What follows belongs to an exercise in optimizing a design on an open flow for small area; a production flow would make more cautious choices.
Only simulation tests tie the RTL to the original design; equivalence was not proved.
Power figures rest on the tool's default switching activity, not on a simulated workload.

==> build 40 <==
==> flow/design.v <==
module test_pattern4 (
	input  wire        act,
	input  wire [8:0]  xl,
	input  wire [10:0] y,
	output wire [95:0] rgb
);
	wire [8:0] yh = y[10:2];
	wire [1:0] yl = y[1:0];
	wire y_edge  = ( y == 11'd0 ) || ( y == 11'd1599 );
	wire y_sqh   = ( y == 11'd500 ) || ( y == 11'd1099 );
	wire y_sqin  = ( y >= 11'd500 ) && ( y < 11'd1100 );
	wire x_sqin  = ( xl >= 9'd125 ) && ( xl < 9'd275 );
	wire upper   = ( y <= 11'd1200 );
	wire diag    = ( xl == yh );
	localparam [9:0] AD = 10'd399;
	wire [8:0] ap = xl ^ yh;
	wire [8:0] ag = xl & yh;
	wire [9:0] cneed = { 1'b0, ap ^ AD[8:0] };
	wire [8:0] cmade;
	genvar i;
	generate for( i = 0; i < 9; i = i + 1 ) begin : g_ad
		assign cmade[i] = AD[i] ? ag[i] : ( xl[i] | yh[i] );
	end endgenerate
	wire adiag = ( cneed[0] == 1'b0 ) && ( cmade == cneed[9:1] );
	wire lt57 = xl < 9'd57;
	wire lt114 = xl < 9'd114,  eq114 = xl == 9'd114;
	wire lt171 = xl < 9'd171,  eq171 = xl == 9'd171;
	wire lt228 = xl < 9'd228,  eq228 = xl == 9'd228;
	wire lt285 = xl < 9'd285,  eq285 = xl == 9'd285;
	wire lt342 = xl < 9'd342,  eq342 = xl == 9'd342;
	wire lt66  = xl < 9'd66,   eq66  = xl == 9'd66;
	wire lt133 = xl < 9'd133,  eq133 = xl == 9'd133;
	wire lt200 = xl < 9'd200;
	wire lt266 = xl < 9'd266,  eq266 = xl == 9'd266;
	wire lt333 = xl < 9'd333,  eq333 = xl == 9'd333;
	wire wcom = y_edge || ( y_sqh && x_sqin );
	generate for( i = 0; i < 4; i = i + 1 ) begin : g_pix
		localparam [1:0] K = i;
		wire white = wcom ||
		             ( K == 2'd0 && ( xl == 9'd0 || ( xl == 9'd125 && y_sqin ) ) ) ||
		             ( K == 2'd3 && ( xl == 9'd399 || ( xl == 9'd274 && y_sqin ) ) ) ||
		             ( diag && yl == K ) || ( adiag && yl == ~K );
		wire t1 = !( lt57 );
		wire t2 = !( lt114 || ( eq114 && K < 1 ) );
		wire t3 = !( lt171 || ( eq171 && K < 1 ) );
		wire t4 = !( lt228 || ( eq228 && K < 2 ) );
		wire t5 = !( lt285 || ( eq285 && K < 2 ) );
		wire t6 = !( lt342 || ( eq342 && K < 3 ) );
		wire s1 = !( lt66  || ( eq66  && K < 2 ) );
		wire s2 = !( lt133 || ( eq133 && K < 1 ) );
		wire s3 = !( lt200 );
		wire s4 = !( lt266 || ( eq266 && K < 2 ) );
		wire s5 = !( lt333 || ( eq333 && K < 1 ) );
		wire ron = !t2 || ( t4 && !t6 );
		wire gon = !t4;
		wire bon = !t1 || ( t2 && !t3 ) || ( t4 && !t5 ) || t6;
		wire l1 = s1 && !s2;
		wire r7 = upper ? ron : l1;
		wire g7 = upper ? gon : l1;
		wire b7 = upper ? bon : l1;
		wire b6 = upper ? bon : !s3;
		wire r5 = !upper && s1 && !s3;
		wire r4 = !upper && s1 && !s5;
		wire r3 = !upper && ( l1 || ( s3 && !s4 ) || s5 );
		wire r2 = !upper && ( l1 || ( s3 && !s4 ) );
		wire r1 = !upper && ( ( s1 && !s3 ) || ( s4 && !s5 ) );
		wire r0 = !upper && ( l1 || s3 );
		wire g5 = !upper && !s2;
		wire g4 = !upper && ( l1 || ( s3 && !s5 ) );
		wire g1 = !upper && ( l1 || ( s4 && !s5 ) );
		wire g0 = !upper && ( !s2 || s3 );
		wire b3 = !upper && ( !s4 || s5 );
		wire b2 = !upper && ( !s2 || ( s3 && !s4 ) );
		wire [7:0] r = { r7, r7, r5, r4, r3, r2, r1, r0 };
		wire [7:0] g = { g7, g7, g5, g4, r3, r2, g1, g0 };
		wire [7:0] b = { b7, b6, r5, g4, b3, b2, r1, r0 };
		assign rgb[24*i+23:24*i] = {24{ act }} & ( {24{ white }} | { b, g, r } );
	end endgenerate
endmodule
module pixel_source (
	clk,
	reset,
	vsync,
	hsync,
	active,
	rgb,
	ovl,
	led0
	);
	input wire clk;
	input wire reset;
	input wire vsync, hsync, active;
	output wire [95:0] rgb;
	output wire [3:0] ovl;
	output wire led0;
	reg a1, a2, a3, h1, h2, v1, v2;
	always @(posedge clk) begin
		a1 <= active;
		a2 <= a1;
		a3 <= a2;
		h1 <= hsync;
		h2 <= h1;
		v1 <= vsync;
		v2 <= v1;
	end
	reg [10:0] y2;
	wire inc_m1 = a3 & ~a2;
	wire inc_0  = a2 & ~a1;
	wire [11:0] yp;
	prefix_and #( 11 ) i_yp( .x( y2 ), .p( yp ) );
	wire [10:0] ym1 = v2 ? 11'd0 : y2 ^ ( { 11{ inc_m1 } } & yp[10:0] );
	wire [10:0] y0  = v1 ? 11'd0 :
	                  v2 ? { 10'd0, inc_0 } : y2 ^ ( { 11{ inc_m1 | inc_0 } } & yp[10:0] );
	always @(posedge clk) y2 <= ym1;
	reg [8:0] px2;
	wire [9:0] pxp;
	prefix_and #( 9 ) i_pxp( .x( px2 ), .p( pxp ) );
	always @(posedge clk)
		px2 <= h2 ? 9'd0 : px2 ^ ( { 9{ a2 & a3 } } & pxp[8:0] );
	test_pattern4 i_test_pat( .act( a3 ), .xl( px2 ), .y( y2 ), .rgb( rgb ) );
	reg [10:0] x;
	wire [11:0] xp;
	prefix_and #( 11 ) i_xp( .x( x ), .p( xp ) );
	always @(posedge clk)
		x <= hsync ? 11'd0 : x ^ ( { 11{ active } } & xp[10:0] );
	reg del_x0;
	always @(posedge clk) del_x0 <= x[0];
	reg [31:0] clk_count;
	wire [32:0] ct;
	prefix_and #( 32 ) i_ccp( .x( clk_count ), .p( ct ) );
	always @(posedge clk)
		clk_count <= ~{ 32{ reset } } & ( clk_count ^ ct[31:0] );
	reg [31:0] frame_count;
	wire [32:0] ft;
	prefix_and #( 32 ) i_fcp( .x( frame_count ), .p( ft ) );
	always @(posedge clk)
		frame_count <= ~{ 32{ reset } } & ( frame_count ^ ( { 32{ vsync } } & ft[31:0] ) );
	reg [7:0] commit_rom [63:0];
	initial $readmemb("commit.mem", commit_rom );
	wire window = ( y0[10:4] == 7'd50 ) && ( x[10:4] == 7'd1 );
	wire [5:0] raddr = window ? { x[3:1], y0[3:1] } : { clk_count[29:27], 3'b111 };
	wire [7:0] rom_q = commit_rom[ raddr ];
	reg [4:0] rdata;
	reg del_window;
	always @(posedge clk) begin
		rdata <= rom_q[4:0];
		del_window <= window;
	end
	function [4:0] font;
		input [3:0] d;
		input [2:0] r;
		begin
			case ( { d, r } )
			7'h00: font = 5'b01110;
			7'h01: font = 5'b10001;
			7'h02: font = 5'b10011;
			7'h03: font = 5'b10101;
			7'h04: font = 5'b11001;
			7'h05: font = 5'b10001;
			7'h06: font = 5'b01110;
			7'h07: font = 5'b00000;
			7'h08: font = 5'b00100;
			7'h09: font = 5'b01100;
			7'h0a: font = 5'b00100;
			7'h0b: font = 5'b00100;
			7'h0c: font = 5'b00100;
			7'h0d: font = 5'b00100;
			7'h0e: font = 5'b01110;
			7'h0f: font = 5'b00000;
			7'h10: font = 5'b01110;
			7'h11: font = 5'b10001;
			7'h12: font = 5'b00001;
			7'h13: font = 5'b00010;
			7'h14: font = 5'b00100;
			7'h15: font = 5'b01000;
			7'h16: font = 5'b11111;
			7'h17: font = 5'b00000;
			7'h18: font = 5'b11110;
			7'h19: font = 5'b00001;
			7'h1a: font = 5'b00001;
			7'h1b: font = 5'b01110;
			7'h1c: font = 5'b00001;
			7'h1d: font = 5'b00001;
			7'h1e: font = 5'b11110;
			7'h1f: font = 5'b00000;
			7'h20: font = 5'b10001;
			7'h21: font = 5'b10001;
			7'h22: font = 5'b10001;
			7'h23: font = 5'b11111;
			7'h24: font = 5'b00001;
			7'h25: font = 5'b00001;
			7'h26: font = 5'b00001;
			7'h27: font = 5'b00000;
			7'h28: font = 5'b11111;
			7'h29: font = 5'b10000;
			7'h2a: font = 5'b10000;
			7'h2b: font = 5'b11110;
			7'h2c: font = 5'b00001;
			7'h2d: font = 5'b00001;
			7'h2e: font = 5'b11110;
			7'h2f: font = 5'b00000;
			7'h30: font = 5'b01110;
			7'h31: font = 5'b10001;
			7'h32: font = 5'b10000;
			7'h33: font = 5'b11110;
			7'h34: font = 5'b10001;
			7'h35: font = 5'b10001;
			7'h36: font = 5'b01110;
			7'h37: font = 5'b00000;
			7'h38: font = 5'b11111;
			7'h39: font = 5'b00001;
			7'h3a: font = 5'b00001;
			7'h3b: font = 5'b00010;
			7'h3c: font = 5'b00100;
			7'h3d: font = 5'b00100;
			7'h3e: font = 5'b00100;
			7'h3f: font = 5'b00000;
			7'h40: font = 5'b01110;
			7'h41: font = 5'b10001;
			7'h42: font = 5'b10001;
			7'h43: font = 5'b01110;
			7'h44: font = 5'b10001;
			7'h45: font = 5'b10001;
			7'h46: font = 5'b01110;
			7'h47: font = 5'b00000;
			7'h48: font = 5'b01110;
			7'h49: font = 5'b10001;
			7'h4a: font = 5'b10001;
			7'h4b: font = 5'b01111;
			7'h4c: font = 5'b00001;
			7'h4d: font = 5'b10001;
			7'h4e: font = 5'b01110;
			7'h4f: font = 5'b00000;
			7'h50: font = 5'b01110;
			7'h51: font = 5'b10001;
			7'h52: font = 5'b10001;
			7'h53: font = 5'b10001;
			7'h54: font = 5'b11111;
			7'h55: font = 5'b10001;
			7'h56: font = 5'b10001;
			7'h57: font = 5'b00000;
			7'h58: font = 5'b11110;
			7'h59: font = 5'b10001;
			7'h5a: font = 5'b10001;
			7'h5b: font = 5'b11110;
			7'h5c: font = 5'b10001;
			7'h5d: font = 5'b10001;
			7'h5e: font = 5'b11110;
			7'h5f: font = 5'b00000;
			7'h60: font = 5'b01110;
			7'h61: font = 5'b10001;
			7'h62: font = 5'b10000;
			7'h63: font = 5'b10000;
			7'h64: font = 5'b10000;
			7'h65: font = 5'b10001;
			7'h66: font = 5'b01110;
			7'h67: font = 5'b00000;
			7'h68: font = 5'b11110;
			7'h69: font = 5'b10001;
			7'h6a: font = 5'b10001;
			7'h6b: font = 5'b10001;
			7'h6c: font = 5'b10001;
			7'h6d: font = 5'b10001;
			7'h6e: font = 5'b11110;
			7'h6f: font = 5'b00000;
			7'h70: font = 5'b11111;
			7'h71: font = 5'b10000;
			7'h72: font = 5'b10000;
			7'h73: font = 5'b11110;
			7'h74: font = 5'b10000;
			7'h75: font = 5'b10000;
			7'h76: font = 5'b11111;
			7'h77: font = 5'b00000;
			7'h78: font = 5'b11111;
			7'h79: font = 5'b10000;
			7'h7a: font = 5'b10000;
			7'h7b: font = 5'b11110;
			7'h7c: font = 5'b10000;
			7'h7d: font = 5'b10000;
			7'h7e: font = 5'b10000;
			7'h7f: font = 5'b00000;
			default: font = 5'b00000;
			endcase
		end
	endfunction
	wire [7:0] cx = x[8:1];
	wire [6:0] cy = y0[10:4];
	wire hexwin = ( cx >= 8'd90 ) && ( cx <= 8'd97 ) && ( cy == 7'd4 || cy == 7'd6 );
	wire [31:0] num = ( cy[1] ) ? clk_count : frame_count;
	wire [2:0] nsel = 3'd1 - cx[2:0];
	wire [3:0] digit = num[ nsel*4 +: 4 ];
	wire [4:0] hglyph = font( digit, ym1[3:1] );
	wire [4:0] hg = hexwin ? hglyph : 5'd0;
	wire cwin = del_window && ( y0[3:1] != 3'b111 );
	wire [4:0] cg = cwin ? rdata : 5'd0;
	reg [3:0] oreg;
	always @(posedge clk)
		oreg <= del_x0 ? ( { cg[1], cg[0], cg[0], 1'b0 } | { hg[4], hg[4], hg[3], hg[2] } )
		               : ( { cg[4], cg[4], cg[3], cg[2] } | { hg[1], hg[0], hg[0], 1'b0 } );
	assign ovl = oreg;
	wire [29:0] bcnt = clk_count[29:0];
	assign led0 = ( bcnt[29:27] == 3'd7 ) ? 1'b0 :
	              ( bcnt[24:22] == 3'd0 ) ? 1'b1 :
	              ( bcnt[24:22] == 3'd2 ) ? 1'b1 :
	              ( bcnt[24:22] != 3'd1 ) ? 1'b0 :
	              ( bcnt[26:25] == 2'd0 ) ? rdata[3] :
	              ( bcnt[26:25] == 2'd1 ) ? rdata[2] :
	              ( bcnt[26:25] == 2'd2 ) ? rdata[1] :
	                                        rdata[0] ;
endmodule
module prefix_and #( parameter N = 32 ) ( input wire [N-1:0] x, output wire [N:0] p );
	localparam G = ( N + 3 ) / 4;
	wire [4*G-1:0] xx = { { ( 4*G - N ){ 1'b1 } }, x };
	wire [G:0] gp;
	assign gp[0] = 1'b1;
	wire [4*G:0] pp;
	genvar j;
	generate for( j = 0; j < G; j = j + 1 ) begin : g_grp
		assign gp[j+1] = gp[j] & ( &xx[4*j+3:4*j] );
		assign pp[4*j]   = gp[j];
		assign pp[4*j+1] = gp[j] & xx[4*j];
		assign pp[4*j+2] = gp[j] & ( &xx[4*j+1:4*j] );
		assign pp[4*j+3] = gp[j] & ( &xx[4*j+2:4*j] );
	end endgenerate
	assign pp[4*G] = gp[G];
	assign p = pp[N:0];
endmodule
==> flow/commit.mem <==
00001110
00010001
00010001
00010001
00011111
00010001
00010001
00001010
00011110
00010001
00010001
00011110
00010001
00010001
00011110
00001011
00001110
00010001
00010000
00010000
00010000
00010001
00001110
00001100
00001110
00010001
00010011
00010101
00011001
00010001
00001110
00000000
00000100
00001100
00000100
00000100
00000100
00000100
00001110
00000001
00001110
00010001
00000001
00000010
00000100
00001000
00011111
00000010
00011110
00000001
00000001
00001110
00000001
00000001
00011110
00000011
00000000
00000000
00000000
00000000
00000000
00000000
00000000
00000000
==> flow/run.sh <==
#!/bin/bash
# synth_recipe.tcl (not shown) runs the flow's synth.tcl, then flattens the netlist and writes it again
# the make line also repeats each setting of config.mk as NAME=value (left out here)
make -C /OpenROAD-flow-scripts/flow DESIGN_CONFIG=/design/flow/config.mk WORK_HOME=/design/flow/orfs CLKGATE_MAP_FILE= SYNTH_SCRIPT=/design/flow/synth_recipe.tcl finish
==> flow/config.mk <==
export PLATFORM = sky130hd
export DESIGN_NAME = pixel_source
export DESIGN_NICKNAME = pixel_source
export VERILOG_FILES = /design/flow/design.v
export SDC_FILE = /design/flow/constraint.sdc
export NUM_CORES = 4
export LEC_CHECK = 0
export CAP_MARGIN = 20
export CORE_MARGIN = 2
export CORE_UTILIZATION = 40
export SLEW_MARGIN = 20
==> flow/constraint.sdc <==
create_clock -name core_clock -period 5.0 [get_ports {clk}]
set_input_delay 1.0000 -clock core_clock [delete_from_list [all_inputs] [get_ports {clk}]]
set_output_delay 1.0000 -clock core_clock [all_outputs]
set_load 0.01 [all_outputs]
==> inputs of build 87, as changes to build 40 <==
==> flow/flow/run.sh (new file) <==
#!/bin/bash
# Own layout flow: the standard synthesis, then an area re-mapping of its
# combinational logic (registers untouched), then the standard layout steps
# with 1x port buffers. Each tool's output goes to a log file here.
set -euo pipefail
W=$(pwd)
R=$W/orfs/results/$FLOW_PLATFORM/pixel_source/base
LIB=$FLOW_HOME/platforms/$FLOW_PLATFORM/lib/sky130_fd_sc_hd__tt_025C_1v80.lib
YOSYS=$FLOW_HOME/../tools/install/yosys/bin/yosys
[[ -x $YOSYS ]] || YOSYS=$(command -v yosys)

# 1. standard synthesis
bash standard.sh synth > $W/log_1_standard_synth.log 2>&1

# 2. re-map the combinational logic for area
python3 $W/flow/gen_models.py $LIB > $W/cell_models.v 2> $W/log_2_gen_models.log
cp $R/1_2_yosys.v $W/standard_1_2_yosys.v
DU="-dont_use *probe* -dont_use *lpflow* -dont_use *clkdly* -dont_use *dlygate* -dont_use *dlymetal* -dont_use *ebufn* -dont_use *einv* -dont_use *conb*"
SCRIPT='+strash;\&get -n;\&deepsyn -T 60;\&put;dch;amap;topo'
sed -e "s#@MODELS@#$W/cell_models.v#" -e "s#@IN@#$W/standard_1_2_yosys.v#" -e "s#@TOP@#$FLOW_TOP#" \
    -e "s#@LIB@#$LIB#g" -e "s#@DONTUSE@#$DU#" -e "s#@SCRIPT@#$SCRIPT#" -e "s#@OUT@#$W/remapped.v#" \
    $W/flow/post_opt.ys.in > $W/post_opt.ys
$YOSYS -s $W/post_opt.ys > $W/log_3_post_opt.log 2>&1
cp $W/remapped.v $R/1_2_yosys.v
rm -f $R/1_synth.odb
bash standard.sh synth > $W/log_4_standard_synth_odb.log 2>&1
TECH_LEF=$FLOW_HOME/platforms/$FLOW_PLATFORM/lef/sky130_fd_sc_hd.tlef \
SC_LEF=$FLOW_HOME/platforms/$FLOW_PLATFORM/lef/sky130_fd_sc_hd_merged.lef \
LIB=$LIB ODB=$R/1_synth.odb openroad -no_init -exit $W/flow/remove_buffers.tcl > $W/log_5_remove_buffers.log 2>&1

# 3. remove the synthesis buffers

# 4. the standard layout from the re-mapped netlist, with 1x port buffers
export BUFFER_PORTS_ARGS="-buffer_cell sky130_fd_sc_hd__buf_1"
export CTS_ARGS="-sink_clustering_enable -repair_clock_nets -dont_use_dummy_load"
bash standard.sh > $W/log_6_standard_layout.log 2>&1
==> flow/flow/gen_models.py (new file) <==
# Write Verilog models of the sky130hd cells: combinational cells as assigns,
# sequential cells as blackboxes (kept as they are by the re-mapping).
import re, sys
lib = open(sys.argv[1]).read()
out = []
pos = 0
cells = re.split(r'\n\s*cell\s*\(\s*"?', lib)[1:]
for c in cells:
    name = re.match(r'(\w+)', c).group(1)
    body = c
    seq = re.search(r'\n\s*(ff|latch|statetable)\s*\(', body) is not None
    pins = []
    for m in re.finditer(r'\n\s*pin\s*\(\s*"?(\w+)"?\s*\)\s*\{', body):
        pname = m.group(1)
        # the pin's own attributes up to its first nested group end is enough for direction/function
        seg = body[m.end():m.end() + 4000]
        d = re.search(r'direction\s*:\s*"?(\w+)"?', seg)
        f = re.search(r'function\s*:\s*"([^"]*)"', seg.split('timing')[0].split('internal_power')[0])
        if pname not in [p[0] for p in pins]:
            pins.append((pname, d.group(1) if d else 'input', f.group(1) if f else None))
    if not pins:
        continue
    ports = ", ".join(p[0] for p in pins)
    decl = "".join("  %s %s;\n" % ("output" if p[1] == 'output' else ("inout" if p[1] == 'inout' else "input"), p[0]) for p in pins)
    outs = [p for p in pins if p[1] == 'output']
    comb = (not seq) and outs and all(p[2] for p in outs)
    if comb:
        body_v = "".join("  assign %s = %s;\n" % (p[0], p[2].replace('!', '~')) for p in outs)
        out.append("module %s(%s);\n%s%sendmodule\n" % (name, ports, decl, body_v))
    else:
        out.append("(* blackbox *)\nmodule %s(%s);\n%sendmodule\n" % (name, ports, decl))
print("\n".join(out))
==> flow/flow/post_opt.ys.in (new file) <==
# Re-map the combinational logic of the standard synthesis for area.
# The flip-flops stay as they are (same instances, names and cells).
read_verilog @MODELS@
read_verilog @IN@
hierarchy -top @TOP@
flatten
hierarchy -top @TOP@
read_liberty -lib -overwrite @LIB@
techmap
opt -purge
abc -liberty @LIB@ @DONTUSE@ -script "@SCRIPT@"
opt_clean -purge
splitnets
opt_clean -purge
hilomap -singleton -hicell sky130_fd_sc_hd__conb_1 HI -locell sky130_fd_sc_hd__conb_1 LO
insbuf -buf sky130_fd_sc_hd__buf_4 A X
stat -liberty @LIB@
check -assert -mapped
write_verilog -noattr -nohex -nodec @OUT@
==> flow/flow/remove_buffers.tcl (new file) <==
# Drop the buffers synthesis put between the logic and the ports; port
# buffering adds one buffer per port later, as in the timing-driven flow.
read_lef $::env(TECH_LEF)
read_lef $::env(SC_LEF)
read_liberty $::env(LIB)
read_db $::env(ODB)
remove_buffers
write_db $::env(ODB)
==> flow/standard.sh (new file) <==
#!/bin/bash
# synth_recipe.tcl (not shown) runs the flow's synth.tcl, then flattens the netlist and writes it again
# the make line also repeats each setting of config.mk as NAME=value (left out here)
make -C /OpenROAD-flow-scripts/flow DESIGN_CONFIG=/design/flow/config.mk WORK_HOME=/design/flow/orfs CLKGATE_MAP_FILE= SYNTH_SCRIPT=/design/flow/synth_recipe.tcl "${@:-finish}"
--- a/flow/config.mk
+++ b/flow/config.mk
@@ -10,2 +10,3 @@
 export CORE_UTILIZATION = 40
+export GPL_TIMING_DRIVEN = 0
 export SLEW_MARGIN = 20
removed: flow/run.sh
==> inputs of build 36, as changes to build 40 <==
==> flow/flow/run.sh (new file) <==
#!/bin/bash
# Own layout flow: the standard synthesis, then an area re-mapping of its
# combinational logic (registers untouched), then the standard layout steps
# with 1x port buffers. Each tool's output goes to a log file here.
set -euo pipefail
W=$(pwd)
R=$W/orfs/results/$FLOW_PLATFORM/pixel_source/base
LIB=$FLOW_HOME/platforms/$FLOW_PLATFORM/lib/sky130_fd_sc_hd__tt_025C_1v80.lib
YOSYS=$FLOW_HOME/../tools/install/yosys/bin/yosys
[[ -x $YOSYS ]] || YOSYS=$(command -v yosys)

# 1. standard synthesis
bash standard.sh synth > $W/log_1_standard_synth.log 2>&1

# 2. re-map the combinational logic for area
python3 $W/flow/gen_models.py $LIB > $W/cell_models.v 2> $W/log_2_gen_models.log
cp $R/1_2_yosys.v $W/standard_1_2_yosys.v
DU="-dont_use *probe* -dont_use *lpflow* -dont_use *clkdly* -dont_use *dlygate* -dont_use *dlymetal* -dont_use *ebufn* -dont_use *einv* -dont_use *conb*"
SCRIPT='+strash;\&get -n;\&deepsyn -T 60;\&put;dch;amap;topo'
sed -e "s#@MODELS@#$W/cell_models.v#" -e "s#@IN@#$W/standard_1_2_yosys.v#" -e "s#@TOP@#$FLOW_TOP#" \
    -e "s#@LIB@#$LIB#g" -e "s#@DONTUSE@#$DU#" -e "s#@SCRIPT@#$SCRIPT#" -e "s#@OUT@#$W/remapped.v#" \
    $W/flow/post_opt.ys.in > $W/post_opt.ys
$YOSYS -s $W/post_opt.ys > $W/log_3_post_opt.log 2>&1
cp $W/remapped.v $R/1_2_yosys.v
rm -f $R/1_synth.odb

# 3. the standard layout from the re-mapped netlist, with 1x port buffers
export BUFFER_PORTS_ARGS="-buffer_cell sky130_fd_sc_hd__buf_1"
export CTS_ARGS="-sink_clustering_enable -repair_clock_nets -dont_use_dummy_load"
bash standard.sh > $W/log_4_standard_layout.log 2>&1
==> flow/flow/gen_models.py (new file) <==
# Write Verilog models of the sky130hd cells: combinational cells as assigns,
# sequential cells as blackboxes (kept as they are by the re-mapping).
import re, sys
lib = open(sys.argv[1]).read()
out = []
pos = 0
cells = re.split(r'\n\s*cell\s*\(\s*"?', lib)[1:]
for c in cells:
    name = re.match(r'(\w+)', c).group(1)
    body = c
    seq = re.search(r'\n\s*(ff|latch|statetable)\s*\(', body) is not None
    pins = []
    for m in re.finditer(r'\n\s*pin\s*\(\s*"?(\w+)"?\s*\)\s*\{', body):
        pname = m.group(1)
        # the pin's own attributes up to its first nested group end is enough for direction/function
        seg = body[m.end():m.end() + 4000]
        d = re.search(r'direction\s*:\s*"?(\w+)"?', seg)
        f = re.search(r'function\s*:\s*"([^"]*)"', seg.split('timing')[0].split('internal_power')[0])
        if pname not in [p[0] for p in pins]:
            pins.append((pname, d.group(1) if d else 'input', f.group(1) if f else None))
    if not pins:
        continue
    ports = ", ".join(p[0] for p in pins)
    decl = "".join("  %s %s;\n" % ("output" if p[1] == 'output' else ("inout" if p[1] == 'inout' else "input"), p[0]) for p in pins)
    outs = [p for p in pins if p[1] == 'output']
    comb = (not seq) and outs and all(p[2] for p in outs)
    if comb:
        body_v = "".join("  assign %s = %s;\n" % (p[0], p[2].replace('!', '~')) for p in outs)
        out.append("module %s(%s);\n%s%sendmodule\n" % (name, ports, decl, body_v))
    else:
        out.append("(* blackbox *)\nmodule %s(%s);\n%sendmodule\n" % (name, ports, decl))
print("\n".join(out))
==> flow/flow/post_opt.ys.in (new file) <==
# Re-map the combinational logic of the standard synthesis for area.
# The flip-flops stay as they are (same instances, names and cells).
read_verilog @MODELS@
read_verilog @IN@
hierarchy -top @TOP@
flatten
hierarchy -top @TOP@
read_liberty -lib -overwrite @LIB@
techmap
opt -purge
abc -liberty @LIB@ @DONTUSE@ -script "@SCRIPT@"
opt_clean -purge
splitnets
opt_clean -purge
hilomap -singleton -hicell sky130_fd_sc_hd__conb_1 HI -locell sky130_fd_sc_hd__conb_1 LO
insbuf -buf sky130_fd_sc_hd__buf_4 A X
stat -liberty @LIB@
check -assert -mapped
write_verilog -noattr -nohex -nodec @OUT@
==> flow/standard.sh (new file) <==
#!/bin/bash
# synth_recipe.tcl (not shown) runs the flow's synth.tcl, then flattens the netlist and writes it again
# the make line also repeats each setting of config.mk as NAME=value (left out here)
make -C /OpenROAD-flow-scripts/flow DESIGN_CONFIG=/design/flow/config.mk WORK_HOME=/design/flow/orfs CLKGATE_MAP_FILE= SYNTH_SCRIPT=/design/flow/synth_recipe.tcl "${@:-finish}"
--- a/flow/config.mk
+++ b/flow/config.mk
@@ -10,2 +10,3 @@
 export CORE_UTILIZATION = 40
+export GPL_TIMING_DRIVEN = 0
 export SLEW_MARGIN = 20
removed: flow/run.sh
==> comparison table <==
	build 87	build 36	build 40
Cell count after synthesis	927	1023	1118
Critical Path AT	3.73 ns	5.04 ns	3.67 ns
Result of the run	complete, no violations	complete, no violations	complete, no violations
Filler cells	1646	1781	2058
Proportion of cell area occupied by multi-input gates	50.6%	46.4%	53.8%
Worst path required time	4.00 ns	5.30 ns	4.00 ns
FF-to-FF End	oreg[3]	oreg[3]	rdata[3]
Number of search-and-repair iterations in the first detailed-routing pass	5	5	7
Register share of the cell area	28.5%	26.1%	22.2%
Average via count per standard cell	5.61	5.35	5.55
CP dominant cell by count	or2_0	clkinv_1	nand2_1
Power consumed by the clock network	0.933 mW	0.941 mW	1.49 mW
Core utilization of the finished layout	50.3%	50.0%	49.0%
Clock tree skew after final layout	0.0152 ns	0.0160 ns	0.0135 ns
Length of routed wiring on met1	8690 um	9070 um	10700 um
Setup slack at placement	-0.848 ns	-0.903 ns	0.510 ns
Sequential cell power	0.928 mW	0.928 mW	0.937 mW
Met1 track demand over resource in global routing	26.6%	26.0%	27.3%
Non-clock buffer count in the final layout	119	215	125

## afterwards: timing with drivers on the ports
The flow's constraints put no driver on any port. The routed layouts listed below were extracted and timed again, unchanged, in two steps.
Step 1 assumes that a clkbuf_16 drives the clock port and a buf_2 every other input.
Step 2, shift: input delay + t, output delay - t, t = (earliest + latest rising clock arrival at the registers) / 2. This alone moves slack from input paths to output paths.
Three values: no drivers, after step 1, after step 2; two values: the first two.
| run | t, ns | setup slack, ns | worst register clock-pin slew, ns |
|---|---|---|---|
| build 40 | 0.454 | 0.325 / 0.280 / 0.734 | 0.06 / 0.06 |
| build 87 | 0.447 | 0.266 / 0.222 / -0.053 | 0.05 / 0.05 |
| build 36 | 0.448 | 0.263 / 0.229 / -0.131 | 0.05 / 0.05 |
With both steps, setup timing fails in build 87 and build 36, where it was met with ideal ports. For build 36, which loses most, drivers alone change the setup slack by -0.034 ns; drivers and shift together by -0.394 ns.
